Source: an optimization exercise on an open RTL-to-GDS flow (aim: small area). Production flows keep margins and buffers that such runs may drop. The RTL was checked by simulation tests, not by an equivalence proof against the original design. The clock port is modelled as an ideal driver; clocking choices that lean on that would not hold on a real chip.

==> inputs of amber <==
==> flow/design.v (excerpt) <==
module taxi (
  clk, rst, mile_v, onride, double, night, subtotal, waiting, stopped,
  seg_cat, seg_AX, speed_led, night_led, double_led, ride_led, clk_sound,
  lattice_row, lattice_Rcol, lattice_Gcol, lcd_en, lcd_rs, lcd_data
);
  input             clk;
  input             rst;
  input       [2:0] mile_v;
  input             onride;
  input             double;
  input             night;
  input             subtotal;
  input             waiting;
  input             stopped;
  output      [7:0] seg_cat;
  output reg  [7:0] seg_AX;
  output      [7:0] speed_led;
  output            night_led;
  output            double_led;
  output            ride_led;
  output            clk_sound;
  output      [7:0] lattice_row;
  output      [7:0] lattice_Rcol;
  output      [7:0] lattice_Gcol;
  output            lcd_en;
  output            lcd_rs;
  output      [7:0] lcd_data;
  assign double_led = double;
  assign night_led  = night;
  assign ride_led   = ~onride;
  reg  [14:0] gcnt;
  always @(posedge clk or posedge rst)
    if (rst) gcnt <= 15'd0;
    else     gcnt <= gcnt + 15'd1;
  wire tick = &gcnt[1:0];
  reg       lcd_row;                   
  reg [4:0] lcd_p;
  wire       lcd_go =  ~(lcd_p[4] & ~lcd_p[2] & ~lcd_p[1] & ~lcd_p[0]);    
  wire [2:0] lat_v  = gcnt[4:2];
  wire [3:0] lat_h  = gcnt[14:11];
  wire       lat_on = lcd_go | (|gcnt[5:2]);      
  assign lattice_row = lat_on ? ~(8'd1 << lat_v) : 8'hff;
  reg [14:0] pat;
  always @(*) begin
    case ({onride, lat_v})
      4'd0:  pat = 15'h0808;  4'd1:  pat = 15'h3E7F;
  ...
Settings: LEC_CHECK=0, ABC_AREA=1, CAP_MARGIN=20, CORE_MARGIN=2, CORE_UTILIZATION=55, SLEW_MARGIN=20; clock period 10.0 ns.
standard.sh (not shown) runs the stock make flow with config.mk's settings and CLKGATE_MAP_FILE= SYNTH_SCRIPT=/design/flow/synth_recipe.tcl, a recipe that flattens the netlist after the stock synthesis.
==> flow/flow/run.sh <==
#!/bin/bash
# Own layout flow: the standard ORFS flow, with
#  - an area-oriented synthesis (no half/full-adder cell extraction, an
#    iterated ABC area script); the registers are those of the standard synthesis
#  - small port buffers
#  - a two-level clock tree built after placement (clk port -> one root buffer
#    -> one leaf buffer per placement region), instead of TritonCTS's tree
# Each tool's output goes to its own log file in this folder.
set -euo pipefail
W=$(pwd)
F=$W/flow
export MY_ABC_SCRIPT=$F/area.abc
cat > $W/own_synth.tcl <<EOT
proc abc {args} {
  set i [lsearch \$args -script]
  if {\$i >= 0} { lset args [expr {\$i+1}] \$::env(MY_ABC_SCRIPT) }
  yosys abc {*}\$args
}
proc extract_fa {args} {}
source $W/synth_recipe.tcl
EOT
bash standard.sh SYNTH_SCRIPT=$W/own_synth.tcl synth > $W/synth.log 2>&1
bash standard.sh "BUFFER_PORTS_ARGS=-buffer_cell sky130_fd_sc_hd__buf_1" place > $W/place.log 2>&1
R=$W/orfs/results/$FLOW_PLATFORM/taxi/base
P=$FLOW_HOME/platforms/$FLOW_PLATFORM
cat > $W/clocktree_run.tcl <<EOT
read_liberty $P/lib/sky130_fd_sc_hd__tt_025C_1v80.lib
read_db $R/3_place.odb
read_sdc $R/3_place.sdc
source $P/setRC.tcl
source $F/clocktree.tcl
detailed_placement
size_leaves 0.115 sky130_fd_sc_hd__clkbuf_8
detailed_placement
check_placement
write_db $R/3_place.odb
EOT
CLKNET=clk SPLITS="0 1 0 1" ROOTBUF=sky130_fd_sc_hd__clkbuf_16 LEAFBUF=sky130_fd_sc_hd__clkbuf_4 \
  openroad -no_init -exit $W/clocktree_run.tcl > $W/clocktree.log 2>&1
bash standard.sh "BUFFER_PORTS_ARGS=-buffer_cell sky130_fd_sc_hd__buf_1" \
  "CTS_ARGS=-clk_nets clk -dont_use_dummy_load -buf_list sky130_fd_sc_hd__clkbuf_8" \
  finish > $W/layout.log 2>&1
==> flow/flow/area.abc <==
strash
&get -n
&st
&dch -f
&nf -R 1000
&put
mfs2 -a
strash
&get -n
&st
&dch -f
&nf -R 1000
&put
mfs2 -a
strash
&get -n
&st
&dch -f
&nf -R 1000
&put
mfs2 -a
strash
&get -n
&st
&dch -f
&nf -R 1000
&put
mfs2 -a
strash
&get -n
&st
&dch -f
&nf -R 1000
&put
mfs2 -a
strash
&get -n
&st
&dch -f
&nf -R 1000
&put
mfs2 -a
strash
&get -n
&st
&dch -f
&nf -R 1000
&put
==> flow/flow/clocktree.tcl <==
# Manual clock tree: clk port -> one root buffer -> K leaf buffers, each driving
# the flip-flops of one placement region (split at the median x, then median y).
set block [ord::get_db_block]
set db [ord::get_db]
set clknet [$block findNet $::env(CLKNET)]
set sinks {}
foreach it [$clknet getITerms] { lappend sinks $it }
puts "clock sinks: [llength $sinks]"
proc loc {it} { set b [[$it getInst] getBBox]; return [list [expr {([$b xMin]+[$b xMax])/2}] [expr {([$b yMin]+[$b yMax])/2}]] }
proc median {l} { set s [lsort -integer $l]; return [lindex $s [expr {[llength $s]/2}]] }
proc split {group axis} {
  set vals {}
  foreach it $group { lappend vals [lindex [loc $it] $axis] }
  set m [median $vals]
  set a {}; set b {}
  foreach it $group { if {[lindex [loc $it] $axis] < $m} { lappend a $it } else { lappend b $it } }
  return [list $a $b]
}
set groups [list $sinks]
foreach axis $::env(SPLITS) {
  set ng {}
  foreach g $groups { foreach h [split $g $axis] { if {[llength $h]} { lappend ng $h } } }
  set groups $ng
}
set rootm [$db findMaster $::env(ROOTBUF)]
set leafm [$db findMaster $::env(LEAFBUF)]
set root [odb::dbInst_create $block $rootm "ctsroot"]
set rootnet [odb::dbNet_create $block "clknet_root"]
$rootnet setSigType CLOCK
# root near the centroid of all sinks
set sx 0; set sy 0
foreach it $sinks { set l [loc $it]; incr sx [lindex $l 0]; incr sy [lindex $l 1] }
$root setLocation [expr {$sx/[llength $sinks]}] [expr {$sy/[llength $sinks]}]
$root setPlacementStatus PLACED
foreach it $sinks { $it disconnect }
[$root findITerm A] connect $clknet
[$root findITerm X] connect $rootnet
set i 0
foreach g $groups {
  set leaf [odb::dbInst_create $block $leafm "ctsleaf_$i"]
  set net [odb::dbNet_create $block "clknet_leaf_$i"]
  $net setSigType CLOCK
  set gx 0; set gy 0
  foreach it $g { set l [loc $it]; incr gx [lindex $l 0]; incr gy [lindex $l 1]; $it connect $net }
  $leaf setLocation [expr {$gx/[llength $g]}] [expr {$gy/[llength $g]}]
  $leaf setPlacementStatus PLACED
  [$leaf findITerm A] connect $rootnet
  [$leaf findITerm X] connect $net
  puts "leaf $i: [llength $g] sinks"
  incr i
}

# Upsize the leaf buffers whose flip-flops see a slow clock edge (estimated from
# placement), so that every clock pin stays well inside the slew limit.
proc size_leaves {limit bigbuf} {
  set block [ord::get_db_block]
  set big [[ord::get_db] findMaster $bigbuf]
  set_propagated_clock [all_clocks]
  estimate_parasitics -placement
  set changed 0
  foreach inst [$block getInsts] {
    if {![string match "ctsleaf_*" [$inst getName]]} { continue }
    set net [[$inst findITerm X] getNet]
    set worst 0
    foreach pin [get_pins -of_objects [get_nets [$net getName]] -filter "direction == input"] {
      foreach e {rise fall} {
        set s [get_property $pin slew_max_$e]
        if {$s > $worst} { set worst $s }
      }
    }
    if {$worst > $limit} {
      puts "[$inst getName]: worst clock slew $worst, upsized to $bigbuf"
      $inst swapMaster $big
      incr changed
    }
  }
  return $changed
}
==> inputs of raven, as changes to amber <==
--- a/flow/flow/run.sh
+++ b/flow/flow/run.sh
@@ -1,29 +1,48 @@
 #!/bin/bash
 # Own layout flow: the standard ORFS flow, with
-#  - an area-oriented synthesis (no half/full-adder cell extraction, an
-#    iterated ABC area script); the registers are those of the standard synthesis
+#  - an area-oriented synthesis (no half/full-adder cell extraction; iterated
+#    ABC area scripts, keeping the smallest result); the registers are those of
+#    the standard synthesis
 #  - small port buffers
 #  - a two-level clock tree built after placement (clk port -> one root buffer
 #    -> one leaf buffer per placement region), instead of TritonCTS's tree
 # Each tool's output goes to its own log file in this folder.
 set -euo pipefail
 W=$(pwd)
 F=$W/flow
-export MY_ABC_SCRIPT=$F/area.abc
-cat > $W/own_synth.tcl <<EOT
+# ABC runs once per script in flow/abc_*.script; the smallest netlist is kept
+export MY_ABC_SCRIPTS="$(ls $F/abc_*.script | tr '\n' ' ')"
+cat > $W/own_synth.tcl <<'EOT'
 proc abc {args} {
-  set i [lsearch \$args -script]
-  if {\$i >= 0} { lset args [expr {\$i+1}] \$::env(MY_ABC_SCRIPT) }
-  yosys abc {*}\$args
+  set lib [lindex $args [expr {[lsearch $args -liberty] + 1}]]
+  set si [expr {[lsearch $args -script] + 1}]
+  design -save pre_abc
+  set best 1e30
+  set bi -1
+  set i 0
+  foreach sc $::env(MY_ABC_SCRIPTS) {
+    design -load pre_abc
+    set a $args
+    lset a $si $sc
+    yosys abc {*}$a
+    set st [tee -q -s result.string stat {*}[list -liberty $lib]]
+    regexp {Chip area for module [^:]*: ([0-9.]+)} $st -> area
+    puts "ABC script $sc: area $area"
+    if {$area < $best} { set best $area; set bi $i }
+    design -save abc_$i
+    incr i
+  }
+  puts "ABC best: [lindex $::env(MY_ABC_SCRIPTS) $bi] ($best)"
+  design -load abc_$bi
 }
 proc extract_fa {args} {}
-source $W/synth_recipe.tcl
 EOT
+echo "source $W/synth_recipe.tcl" >> $W/own_synth.tcl
 bash standard.sh SYNTH_SCRIPT=$W/own_synth.tcl synth > $W/synth.log 2>&1
 bash standard.sh "BUFFER_PORTS_ARGS=-buffer_cell sky130_fd_sc_hd__buf_1" place > $W/place.log 2>&1
 R=$W/orfs/results/$FLOW_PLATFORM/taxi/base
 P=$FLOW_HOME/platforms/$FLOW_PLATFORM
 cat > $W/clocktree_run.tcl <<EOT
 read_liberty $P/lib/sky130_fd_sc_hd__tt_025C_1v80.lib
 read_db $R/3_place.odb
 read_sdc $R/3_place.sdc
==> flow/flow/abc_it14.script (new file) <==
strash
&get -n
&st
&dch -f
&nf -R 1000
&put
mfs2 -a
strash
&get -n
&st
&dch -f
&nf -R 1000
&put
mfs2 -a
strash
&get -n
&st
&dch -f
&nf -R 1000
&put
mfs2 -a
strash
&get -n
&st
&dch -f
&nf -R 1000
&put
mfs2 -a
strash
&get -n
&st
&dch -f
&nf -R 1000
&put
mfs2 -a
strash
&get -n
&st
&dch -f
&nf -R 1000
&put
mfs2 -a
strash
&get -n
&st
&dch -f
&nf -R 1000
&put
mfs2 -a
strash
&get -n
&st
&dch -f
&nf -R 1000
&put
mfs2 -a
strash
&get -n
&st
&dch -f
&nf -R 1000
&put
mfs2 -a
strash
&get -n
&st
&dch -f
&nf -R 1000
&put
mfs2 -a
strash
&get -n
&st
&dch -f
&nf -R 1000
&put
mfs2 -a
strash
&get -n
&st
&dch -f
&nf -R 1000
&put
mfs2 -a
strash
&get -n
&st
&dch -f
&nf -R 1000
&put
mfs2 -a
strash
&get -n
&st
&dch -f
&nf -R 1000
&put
==> flow/flow/abc_it18.script (new file) <==
strash
&get -n
&st
&dch -f
&nf -R 1000
&put
mfs2 -a
strash
&get -n
&st
&dch -f
&nf -R 1000
&put
mfs2 -a
strash
&get -n
&st
&dch -f
&nf -R 1000
&put
mfs2 -a
strash
&get -n
&st
&dch -f
&nf -R 1000
&put
mfs2 -a
strash
&get -n
&st
&dch -f
&nf -R 1000
&put
mfs2 -a
strash
&get -n
&st
&dch -f
&nf -R 1000
&put
mfs2 -a
strash
&get -n
&st
&dch -f
&nf -R 1000
&put
mfs2 -a
strash
&get -n
&st
&dch -f
&nf -R 1000
&put
mfs2 -a
strash
&get -n
&st
&dch -f
&nf -R 1000
&put
mfs2 -a
strash
&get -n
&st
&dch -f
&nf -R 1000
&put
mfs2 -a
strash
&get -n
&st
&dch -f
&nf -R 1000
&put
mfs2 -a
strash
&get -n
&st
&dch -f
&nf -R 1000
&put
mfs2 -a
strash
&get -n
&st
&dch -f
&nf -R 1000
&put
mfs2 -a
strash
&get -n
&st
&dch -f
&nf -R 1000
&put
mfs2 -a
strash
&get -n
&st
&dch -f
&nf -R 1000
&put
mfs2 -a
strash
&get -n
&st
&dch -f
&nf -R 1000
&put
mfs2 -a
strash
&get -n
&st
&dch -f
&nf -R 1000
&put
mfs2 -a
strash
&get -n
&st
&dch -f
&nf -R 1000
&put
==> flow/flow/abc_it9.script (new file) <==
strash
&get -n
&st
&dch -f
&nf -R 1000
&put
mfs2 -a
strash
&get -n
&st
&dch -f
&nf -R 1000
&put
mfs2 -a
strash
&get -n
&st
&dch -f
&nf -R 1000
&put
mfs2 -a
strash
&get -n
&st
&dch -f
&nf -R 1000
&put
mfs2 -a
strash
&get -n
&st
&dch -f
&nf -R 1000
&put
mfs2 -a
strash
&get -n
&st
&dch -f
&nf -R 1000
&put
mfs2 -a
strash
&get -n
&st
&dch -f
&nf -R 1000
&put
mfs2 -a
strash
&get -n
&st
&dch -f
&nf -R 1000
&put
mfs2 -a
strash
&get -n
&st
&dch -f
&nf -R 1000
&put
==> flow/flow/abc_nf2k12.script (new file) <==
strash
&get -n
&st
&dch -f
&nf -R 2000
&put
mfs2 -a
strash
&get -n
&st
&dch -f
&nf -R 2000
&put
mfs2 -a
strash
&get -n
&st
&dch -f
&nf -R 2000
&put
mfs2 -a
strash
&get -n
&st
&dch -f
&nf -R 2000
&put
mfs2 -a
strash
&get -n
&st
&dch -f
&nf -R 2000
&put
mfs2 -a
strash
&get -n
&st
&dch -f
&nf -R 2000
&put
mfs2 -a
strash
&get -n
&st
&dch -f
&nf -R 2000
&put
mfs2 -a
strash
&get -n
&st
&dch -f
&nf -R 2000
&put
mfs2 -a
strash
&get -n
&st
&dch -f
&nf -R 2000
&put
mfs2 -a
strash
&get -n
&st
&dch -f
&nf -R 2000
&put
mfs2 -a
strash
&get -n
&st
&dch -f
&nf -R 2000
&put
mfs2 -a
strash
&get -n
&st
&dch -f
&nf -R 2000
&put
removed: flow/flow/area.abc
==> inputs of maple, as changes to amber <==
--- a/flow/design.v
+++ b/flow/design.v
@@ -56,23 +56,24 @@
   output      [7:0] lattice_Gcol;
   output            lcd_en;
   output            lcd_rs;
   output      [7:0] lcd_data;
   assign double_led = double;
   assign night_led  = night;
   assign ride_led   = ~onride;
   reg  [14:0] gcnt;
+  reg         lcd_go;                  
   always @(posedge clk or posedge rst)
     if (rst) gcnt <= 15'd0;
     else     gcnt <= gcnt + 15'd1;
+  always @(posedge clk or posedge rst)
+    if (rst)                     lcd_go <= 1'b0;
+    else if (gcnt[5:0] == 6'd62) lcd_go <= 1'b1;
   wire tick = &gcnt[1:0];
-  reg       lcd_row;                   
-  reg [4:0] lcd_p;
-  wire       lcd_go =  ~(lcd_p[4] & ~lcd_p[2] & ~lcd_p[1] & ~lcd_p[0]);    
   wire [2:0] lat_v  = gcnt[4:2];
   wire [3:0] lat_h  = gcnt[14:11];
   wire       lat_on = lcd_go | (|gcnt[5:2]);      
   assign lattice_row = lat_on ? ~(8'd1 << lat_v) : 8'hff;
   reg [14:0] pat;
   always @(*) begin
     case ({onride, lat_v})
       4'd0:  pat = 15'h0808;  4'd1:  pat = 15'h3E7F;
@@ -107,19 +108,16 @@
     else if (!onride)  stop_c <= 1'b0;
     else if (stop_dbs) stop_c <= 1'b1;
   always @(posedge clk or posedge rst)
     if (rst)                                  sub_c <= 2'd0;
     else if (!onride)                         sub_c <= 2'd0;
     else if (double && sub_dbs && !sub_c[1])  sub_c <= sub_c + 2'd1;
   reg  [2:0] seg_cnt;                  
   reg        seg_on;                   
-  localparam [6:0] MS_END = 7'd99;
-  localparam [8:0] SC_ON  = 9'd15;
-  localparam [8:0] SC_END = 9'd511;
   reg  [6:0] mile_ms, wait_ms;         
   reg  [2:0] mile_spd;                 
   reg  [1:0] wait_m3;                  
   reg  [3:0] nc;                       
   reg  [3:0] d0, d1;                   
   reg  [2:0] d2;                       
   reg  [3:0] d3, d4, d5;               
   reg  [3:0] d6, d7;                   
@@ -145,18 +143,18 @@
                           : (night ? 3'd4 : (pm ? 3'd2 : 3'd0));
   wire [4:0] ft   = {1'b0, nc} + {2'b0, fj};
   wire       nc5  = nc[3] | (nc[2] & (nc[1] | nc[0]));    
   wire       fr   = ((ft > 5'd4) & ~nc5) | ft[4];
   wire [3:0] nc_n = (ft > 5'd9) ? ft[3:0] - 4'd10 : ft[3:0];
   wire [3:0] fu   = d0 + {2'b0, fy} + {3'b0, fr};
   wire       fc   = fu > 4'd9;
   wire [3:0] d0_n = fc ? fu - 4'd10 : fu;
-  wire wait_sec = wait_st & (wait_ms == MS_END);
-  wire mile_km  = ~wait_st & (mile_ms == MS_END) & (mile_spd >= mile_v);
+  wire wait_sec = wait_st & (wait_ms == 7'd99);
+  wire mile_km  = ~wait_st & (mile_ms == 7'd99) & (mile_spd >= mile_v);
   wire fee = wait_sec ? (wait_m3 == 2'd2) & w_ge5 & ~wsat : mile_km & ~msat & km_gt2;
   wire music = ride ? (snd != 4'd15) : (snd != 4'd0);
   always @(posedge clk or posedge rst) begin
     if (rst) begin
       seg_cnt <= 3'd0;  seg_on <= 1'b0;
       mile_ms <= 7'd0;  wait_ms <= 7'd0;  mile_spd <= 3'd0;  wait_m3 <= 2'd0;
       nc <= 4'd0;
       d0 <= 4'd3;  d1 <= 4'd1;  d2 <= 3'd0;
@@ -167,18 +165,18 @@
     end
     else if (tick) begin
       if (onride) begin
         seg_cnt <= seg_cnt + 3'd1;
         seg_on  <= 1'b1;
       end
       if (onride && (ride || stop_c)) begin
         if (music) begin
-          if (scnt == SC_ON) snd_on <= 1'b1;
-          else if (scnt == SC_END) begin
+          if (scnt == 9'd15) snd_on <= 1'b1;
+          else if (scnt == 9'd511) begin
             snd    <= ride ? snd + 4'd1 : snd - 4'd1;
             snd_on <= 1'b0;
           end
           scnt <= scnt + 9'd1;
         end
         else snd_on <= 1'b0;
       end
       if (ride) begin
@@ -187,32 +185,32 @@
           p2_2 <= d2;  p2_1 <= d1;  p2_0 <= d0;
         end
         if (fresh) begin
           if (double && night)  begin d0 <= 4'd0; nc <= 4'd6; end
           else if (night)       begin d0 <= 4'd6; nc <= 4'd6; end
           else if (double)      begin d1 <= 4'd0; d0 <= 4'd8; nc <= 4'd8; end
         end
         if (wait_st) begin
-          if (wait_ms == MS_END) begin
+          if (wait_ms == 7'd99) begin
             wait_ms <= 7'd0;
             if (!wsat) begin
               if (d3_9) begin
                 d3 <= 4'd0;
                 if (d4_9) begin d4 <= 4'd0; d5 <= d5 + 4'd1; end
                 else d4 <= d4 + 4'd1;
               end
               else d3 <= d3 + 4'd1;
             end
             wait_m3 <= wait_m3[1] ? 2'd0 : wait_m3 + 2'd1;
           end
           else wait_ms <= wait_ms + 7'd1;
         end
         else begin
-          if (mile_ms == MS_END) begin
+          if (mile_ms == 7'd99) begin
             mile_ms <= 7'd0;
             if (mile_spd >= mile_v) begin
               mile_spd <= 3'd0;
               if (!msat) begin
                 if (d6_9) begin d6 <= 4'd0; d7 <= d7 + 4'd1; end
                 else d6 <= d6 + 4'd1;
               end
             end
@@ -275,16 +273,18 @@
     if (rst)          begin bs <= 7'b0010011; bph <= 1'b0; bclk <= 1'b0; end
     else if (!snd_on) begin bs <= bst; bph <= 1'b0; bclk <= 1'b0; end
     else begin
       bs   <= bwrap ? bst : {bs[5:0], bs[6] ^ bs[5]};
       bph  <= bph ^ bwrap;
       bclk <= bph;
     end
   assign clk_sound = snd_on & bclk;
+  reg       lcd_row;
+  reg [4:0] lcd_p;
   reg [6:0] lcd_d;
   wire lcd_wr   = lcd_go & (gcnt[3:0] == 4'd14);
   wire lcd_last = (lcd_p == 5'd15);
   wire [4:0] np = lcd_last ? 5'd31 : lcd_p + 5'd1;
   wire       nrow = lcd_row ^ lcd_last;
   reg [6:0] ch;
   always @(*) begin
     if (np[4]) begin
@@ -336,20 +336,17 @@
           4'd4:  ch = "e";  4'd5:  ch = "r";  4'd6:  ch = "e";  4'd7:  ch = "d";
           4'd8:  ch = " ";  4'd9:  ch = "b";  4'd10: ch = "y";  4'd11: ch = " ";
           4'd12: ch = "L";  4'd13: ch = "Y";  4'd14: ch = "R";  default: ch = " ";
         endcase
     end
   end
   always @(posedge clk or posedge rst)
     if (rst) begin
-      lcd_row <= 1'b0;  lcd_p <= 5'd24;  lcd_d <= 7'd0;
-    end
-    else if (!lcd_go) begin
-      if (gcnt[5:0] == 6'd62) lcd_p <= 5'd25;
+      lcd_row <= 1'b0;  lcd_p <= 5'd25;  lcd_d <= 7'd0;
     end
     else if (lcd_wr) begin
       lcd_row <= nrow;  lcd_p <= np;  lcd_d <= ch;
     end
   assign lcd_en   = ~(lcd_go & (gcnt[3:0] >= 4'd7) & (gcnt[3:0] != 4'd15));
   assign lcd_rs   = ~lcd_p[4];
   assign lcd_data = {lcd_p[4] & lcd_p[2] & lcd_p[1] & lcd_p[0], lcd_d};
 endmodule
==> flow/flow/run.sh (replaced) <==
#!/bin/bash
# Own layout flow: the standard ORFS flow, with an area-oriented synthesis
# (no half/full-adder cell extraction, an area-recovering ABC script) and small
# port buffers / clock-tree buffers. Registers are those of the standard synthesis.
set -euo pipefail
W=$(pwd)
F=$W/flow
export MY_ABC_SCRIPT=$F/area.abc
cat > $W/own_synth.tcl <<EOT
proc abc {args} {
  set i [lsearch \$args -script]
  if {\$i >= 0} { lset args [expr {\$i+1}] \$::env(MY_ABC_SCRIPT) }
  yosys abc {*}\$args
}
proc extract_fa {args} {}
source $W/synth_recipe.tcl
EOT
bash standard.sh SYNTH_SCRIPT=$W/own_synth.tcl synth > $W/synth.log 2>&1
bash standard.sh "BUFFER_PORTS_ARGS=-buffer_cell sky130_fd_sc_hd__buf_1" \
  "CTS_ARGS=-sink_clustering_enable -repair_clock_nets -dont_use_dummy_load -buf_list sky130_fd_sc_hd__clkbuf_8" \
  finish > $W/layout.log 2>&1
==> flow/flow/area.abc (replaced) <==
strash
&get -n
&st
&dch -f
&nf -R 1000
&put
mfs2 -a
strash
&get -n
&st
&dch -f
&nf -R 1000
&put
removed: flow/flow/clocktree.tcl
==> results_dict.tcl <==
set metrics [dict create \
    reg2reg_depth 15 \
    fin_crit_ns 6.524 \
    powerSeq_uw 956 \
    synthMuxAreaShare 0.02128 \
    dpl.hpwl_um 16510 \
    slowest_stage "clkinv_1" \
    p_total_mw 1.686 \
    status "timing/DRC/antenna clean" \
    grt_util_met1 0.4084 \
    seq_area_um2 4161 \
    die-height_um 131.1 \
    worstPathCellList "clkbuf_2 > buf_4 > clkinv_1 > nor2_1 > nand2_1 > o21ai_0 > a21oi_1 > o21ai_0 > nand2_1 > o21ai_0 > nor2_1 > a21oi_1 > nor2_1 > buf_1" \
]
The numbers above come from amber.

==> results_dict.tcl <==
set metrics [dict create \
    place.gp.congestion 0.9833 \
    worstPathCellList "clkbuf_2 > clkinv_1 > a21oi_1 > nor2_1 > nand2_1 > o21ai_0 > mux2_1 > mux2_1 > o21ai_0 > nor2_1 > buf_1" \
    seq_area_um2 4188 \
    critPathRequiredTime_ns 8.00 \
    status "timing/DRC/antenna clean" \
    fin_crit_ns 7.013 \
    synth_edf_count 0 \
    p_total_mw 1.644 \
    synthMuxAreaShare 0.02077 \
    slowest_stage "clkinv_1" \
    dpl.hpwl_um 17010 \
    grt_util_met1 0.4170 \
]
The numbers above come from maple.

==> results_dict.tcl <==
set metrics [dict create \
    status "timing/DRC/antenna clean" \
    fin_crit_ns 6.473 \
    seq_area_um2 4161 \
    slowest_stage "buf_4" \
    p_total_mw 1.720 \
    die-height_um 130.7 \
    powerSeq_uw 966 \
    reg2reg_depth 15 \
]
The numbers above come from raven.

re-timing with driven ports:
In the flow no input, the clock included, has a driving cell. The finished layouts below were timed again as built, in two steps. Step 1 assumes that a clkbuf_16 drives the clock port and a buf_2 every other input. Step 2 adds t to the input delays and takes it off the output delays; t is the mean of the earliest and latest rising clock arrival at the registers after step 1. Input paths then give back, and output paths get back, about the clock's delay inside the block. Slacks: ideal / step 1 / step 2; pairs: ideal / step 1.
run	t (ns)	setup WS [ns]	worst data-port slew with drivers (ns)
amber	0.433	3.476 / 3.453 / 3.269	0.03
raven	0.438	3.527 / 3.493 / 3.493	0.06
maple	0.497	2.987 / 2.966 / 2.830	0.04
After both steps every run listed still meets setup and hold. For amber, which loses most, drivers alone change the setup slack by -0.023 ns; drivers and shift together by -0.207 ns.
